Context: an optimization exercise on an open-source flow, tuned for small area and a short achievable clock period. The choices shown serve that exercise and are no tape-out recipe.
In this exercise RTL edits were held to simulation tests only and were not proved equivalent to the original.
Power is estimated from default activity; no workload was simulated.

==> design.v <==
module fifo29(
    input Clk,
    input [31:0] dataIn,
    input RD,
    input WR,
    input EN,
    input Rst,
    output reg [31:0] dataOut,
    output EMPTY,
    output FULL
);
reg [31:0] FIFO [7:0];
reg [2:0] readCounter, writeCounter;
reg [3:0] Count;
wire do_rd = RD && Count > 0;
wire do_wr = WR && Count < 8;
assign EMPTY = (Count == 0);
assign FULL = (Count == 8);
always @(posedge Clk) begin
    if (EN) begin
        if (Rst) begin
            readCounter <= 0;
            writeCounter <= 0;
            Count <= 0;
        end else begin
            if (do_rd) begin
                dataOut <= FIFO[readCounter];
                readCounter <= (readCounter + 1) % 8;
            end
            if (do_wr) begin
                FIFO[writeCounter] <= dataIn;
                writeCounter <= (writeCounter + 1) % 8;
            end
            if (do_rd && !do_wr)
                Count <= Count - 1;
            else if (do_wr && !do_rd)
                Count <= Count + 1;
        end
    end
end
endmodule
==> run.sh <==
#!/bin/bash
# synth_recipe.tcl (not shown) runs the flow's synth.tcl, then flattens the netlist and writes it again
# the make line also repeats each setting of config.mk as NAME=value (left out here)
make -C /OpenROAD-flow-scripts/flow DESIGN_CONFIG=/design/flow/config.mk WORK_HOME=/design/flow/orfs CLKGATE_MAP_FILE= SYNTH_SCRIPT=/design/flow/synth_recipe.tcl finish
==> config.mk <==
export PLATFORM = sky130hd
export DESIGN_NAME = fifo29
export DESIGN_NICKNAME = fifo29
export VERILOG_FILES = /design/flow/design.v
export SDC_FILE = /design/flow/constraint.sdc
export NUM_CORES = 4
export LEC_CHECK = 0
export CAP_MARGIN = 20
export CORE_MARGIN = 2
export CORE_UTILIZATION = 40
export SLEW_MARGIN = 20
==> constraint.sdc <==
create_clock -name core_clock -period 3.0 [get_ports {Clk}]
set_input_delay 0.6000 -clock core_clock [delete_from_list [all_inputs] [get_ports {Clk}]]
set_output_delay 0.6000 -clock core_clock [all_outputs]
set_load 0.01 [all_outputs]
==> impl_metrics.env <==
export IMPL_worst_pin_slew_ns=0.6656
export IMPL_crit_chain="nor4_2, nand2b_1, nor2_1, xor2_1, ha_1, nor2_1, o21ai_0, a21boi_0, mux2_2"
export IMPL_rsz0062_at_grt="false"
export IMPL_crit_path_start_kind="register"
export IMPL_r2r_slack_ns=0.28
export IMPL_avgSynthCellArea_um2=23.82
export IMPL_p_per_area_mw_per_mm2=632.4
export IMPL_layout_area_overhead_vs_synth_pct=20.58
export IMPL_die_w_um=171.5
export IMPL_critPathSlowestCell="edfxtp_1"
export IMPL_ant_nets=0
export IMPL_fin_nets=621
export IMPL_ys_seq_area_share_pct=79.76
export IMPL_drcViolationCount=0
export IMPL_gp_congestion=0.7682
export IMPL_path_clk_slew_ns=0.06
export IMPL_port_buffers=70
export IMPL_synth_nets=511
export IMPL_finClkSkew_ns=0.009101
export IMPL_final_cell_mix="298 x edfxtp_1, 70 x clkdlybuf4s50_1, 63 x mux4_2"
export IMPL_grt_use_total_pct=14.39
export IMPL_ir_drop_uv=416.3
export IMPL_crit_type="reg2reg"
export IMPL_critical_path_most_common_cell="nor2_1"
export IMPL_finalHoldViolCount=0
export IMPL_hold_path_class="reg2reg"
export IMPL_start_util_pct=40.50
export IMPL_crit_path_max_fanout=7
export IMPL_critPathMaxStageDelay_ns=0.50
export IMPL_clockBufferDepth=3
export IMPL_grt_pass1_wl_mm=31.76
export IMPL_die_area_mm2=0.02940
export IMPL_relSlewSlack_pct=55.63
export IMPL_fin_tns_setup_ns=0
export IMPL_synth_cells=471
export IMPL_antenna_found_initial=0
export IMPL_cp_num_buf_inv=0
export IMPL_totalWireLength_mm=20.59
export IMPL_cp_arrival_ns=3.01
export IMPL_worstSetupEndpointType="register"
export IMPL_clock_latency_ns=0.54
export IMPL_avgRoutedWirePerCell_um=20.96
export IMPL_grt_max_degree=44
export IMPL_min_path_cells=1
export IMPL_drt_pass1_iterations=4
export IMPL_numCtsBuffers=30
export IMPL_r2r_end="Count[2]"
export IMPL_num_antenna_cells=0
export IMPL_row_count=61
export IMPL_synth_seq_cells=298
export IMPL_cts_root_buf="clkbuf_16"
export IMPL_overflow=0
export IMPL_vias_per_cell=5.111
export IMPL_finalMaxSlewViolations=0
export IMPL_hold_buffers=0
export IMPL_first_iter_violations=389
export IMPL_cts_tree="done"
export IMPL_layout_min_cycle_time_ns=2.722
export IMPL_final_common_cell="edfxtp_1"
export IMPL_synth_top_area_cell="edfxtp_1"
export IMPL_p_leak_nw=4.228
export IMPL_worst_ep_required_time_ns=3.28
export IMPL_io_pins=71
export IMPL_cap_violations=0
export IMPL_status="timing/DRC/antenna clean"
export IMPL_die_y_um=171.5
export IMPL_h_tree_depth=1
export IMPL_post_route_util_pct=48.83
export IMPL_hold_path_end="writeCounter[0]"
export IMPL_vias=5019
export IMPL_hpwl_mm=11.72
export IMPL_reg2regPathDepth=9
export IMPL_synth_area_mm2=0.01122
export IMPL_fin_crit_sh_pct=90.74
export IMPL_cpLargestDelayFamily="simple AND/OR/NAND/NOR gates"
export IMPL_ys_warn_count=1
export IMPL_setup_viol=0
export IMPL_drive_above_1_share_pct=28.31
export IMPL_core_area_mm2=0.02771
export IMPL_yosys_area_top_type_share_pct=79.76
export IMPL_clock_sinks=298
export IMPL_ys_top_cells_by_area="edfxtp_1 80%, mux4_2 13%, mux2_2 3.3%, buf_6 0.60%, nor2_1 0.54%"
export IMPL_r2r_start="Count[0]"
export IMPL_min_from="writeCounter[0]"
export IMPL_grt_pass1_vias=5518
export IMPL_fmax_mhz=367.4
export IMPL_ys_types=28
## sequential cells by signal, summed over array words and instances, names as in the netlist
register      cells
dataOut          32
FIFO            256
writeCounter      3
Count             4
readCounter       3
## per-layer routing
layer	global-route usage (%)	vias to the layer above	share of wire, %
met5	0	-	0
met4	3.316	0	1.7
met3	2.186	27	3.5
met2	26.02	105	53
met1	18.32	2685	41
li1	-	2202	-
## how the worst max path moves through the flow
| stage | start | to | slack, ns | depth (start not counted) |
|---|---|---|---|---|
| 4_1_cts | Count[2] | Count[2] | 0.24 | 9 |
| 5_1_grt | Count[0] | Count[2] | 0.07 | 9 |
| 2_1_floorplan | WR | FIFO[7][0] | 0.15 | 4 |
| 6_report | Count[0] | Count[2] | 0.28 | 9 |
| 3_5_place_dp | RD | Count[2] | 0.03 | 9 |
| 3_3_place_gp | RD | Count[2] | 0.20 | 9 |
## power breakdown
group / internal (W) / switching [W]
logic: 0.000247 / 0.000232
registers: 0.00464 / 0.0000267
clock network: 0.00196 / 0.00145
total: 0.00685 / 0.00171
## final cells by class
class                      instances  area (um2)
sequential                       298        8949
fill                            2259       14180
timing repair buffer              97       965.9
multi-input combinational        152        2228
clock buffer                      38       802.0
clock inverter                    17       102.6
inverter                           2       7.507
tap                              378       473.0
## synth_stat cells
master / instances
ha_1: 3
buf_1: 3
nor4_1: 1
xor2_1: 1
nor2b_1: 5
nor2_1: 16
o21ai_0: 5
nand2b_1: 4
nor3b_1: 1
o21a_1: 1
mux4_1: 1
buf_6: 6
a21boi_0: 2
buf_2: 3
and2_1: 2
edfxtp_1: 298
nor3_1: 3
mux2i_1: 1
nand4b_1: 1
nand4_1: 2
nand2_1: 2
mux2_2: 33
a21oi_1: 2
inv_1: 2
mux4_2: 63
clkbuf_1: 7
xnor2_1: 2
o31a_1: 1
## through the flow
step	area, um2	hold WS [ns]	std cells	total power [W]	setup slack [ns]
floorplan	11230	0.5757	471	0.005031	0.1493
global placement	12620	0.5952	927	0.005227	0.2027
detailed placement	12620	0.6231	927	0.005242	0.02960
CTS	13520	0.6322	982	0.008653	0.2407
global route	13530	0.6455	982	0.008848	0.07181
finish	13530	0.6282	982	0.008555	0.2778
## timing repair
action | CTS | global route
setup buffers | 0 | 0
gates resized for setup | 0 | 1
setup endpoints to repair | 0 | 1
## logic make-up after synthesis
kind of cell,share of synthesized area [%]
AOI/OAI and AO/OA,0.5910
DFF,79.76
xor gates and xnor gates,0.2342
and+or+nand+nor,1.662
muxes,16.28
buffers and inverters,1.137
adders and majority gates,0.3346

==> afterwards: timing with drivers on the ports <==
The flow's constraints put no driver on any port. The routed layout listed below was extracted and timed again, unchanged, in two steps.
Step 1 sets driving cells, clkbuf_16 on the clock port and buf_2 on the other inputs (assumed; they add their load-dependent delay and slew).
Step 2 times the ports against the registers' clock, not the clock port: input delays grow and output delays shrink by t, the midpoint of the rising clock arrivals with the driver on.
a / b / c = ideal / step 1 / step 2; a / b = the first two.
t (ns): 0.580
slack for setup (ns): 0.278 / 0.278 / -0.009
worst hold slack (ns): 0.628 / 0.628 / 0.628
latest minus earliest clock arrival (ns): 0.016 / 0.016
slew at the worst register clock pin (ns): 0.06 / 0.06
With both steps, setup timing fails in this run, where it was met with ideal ports. The setup slack of this run moves by 0.000 ns with the drivers and by -0.287 ns with both steps.
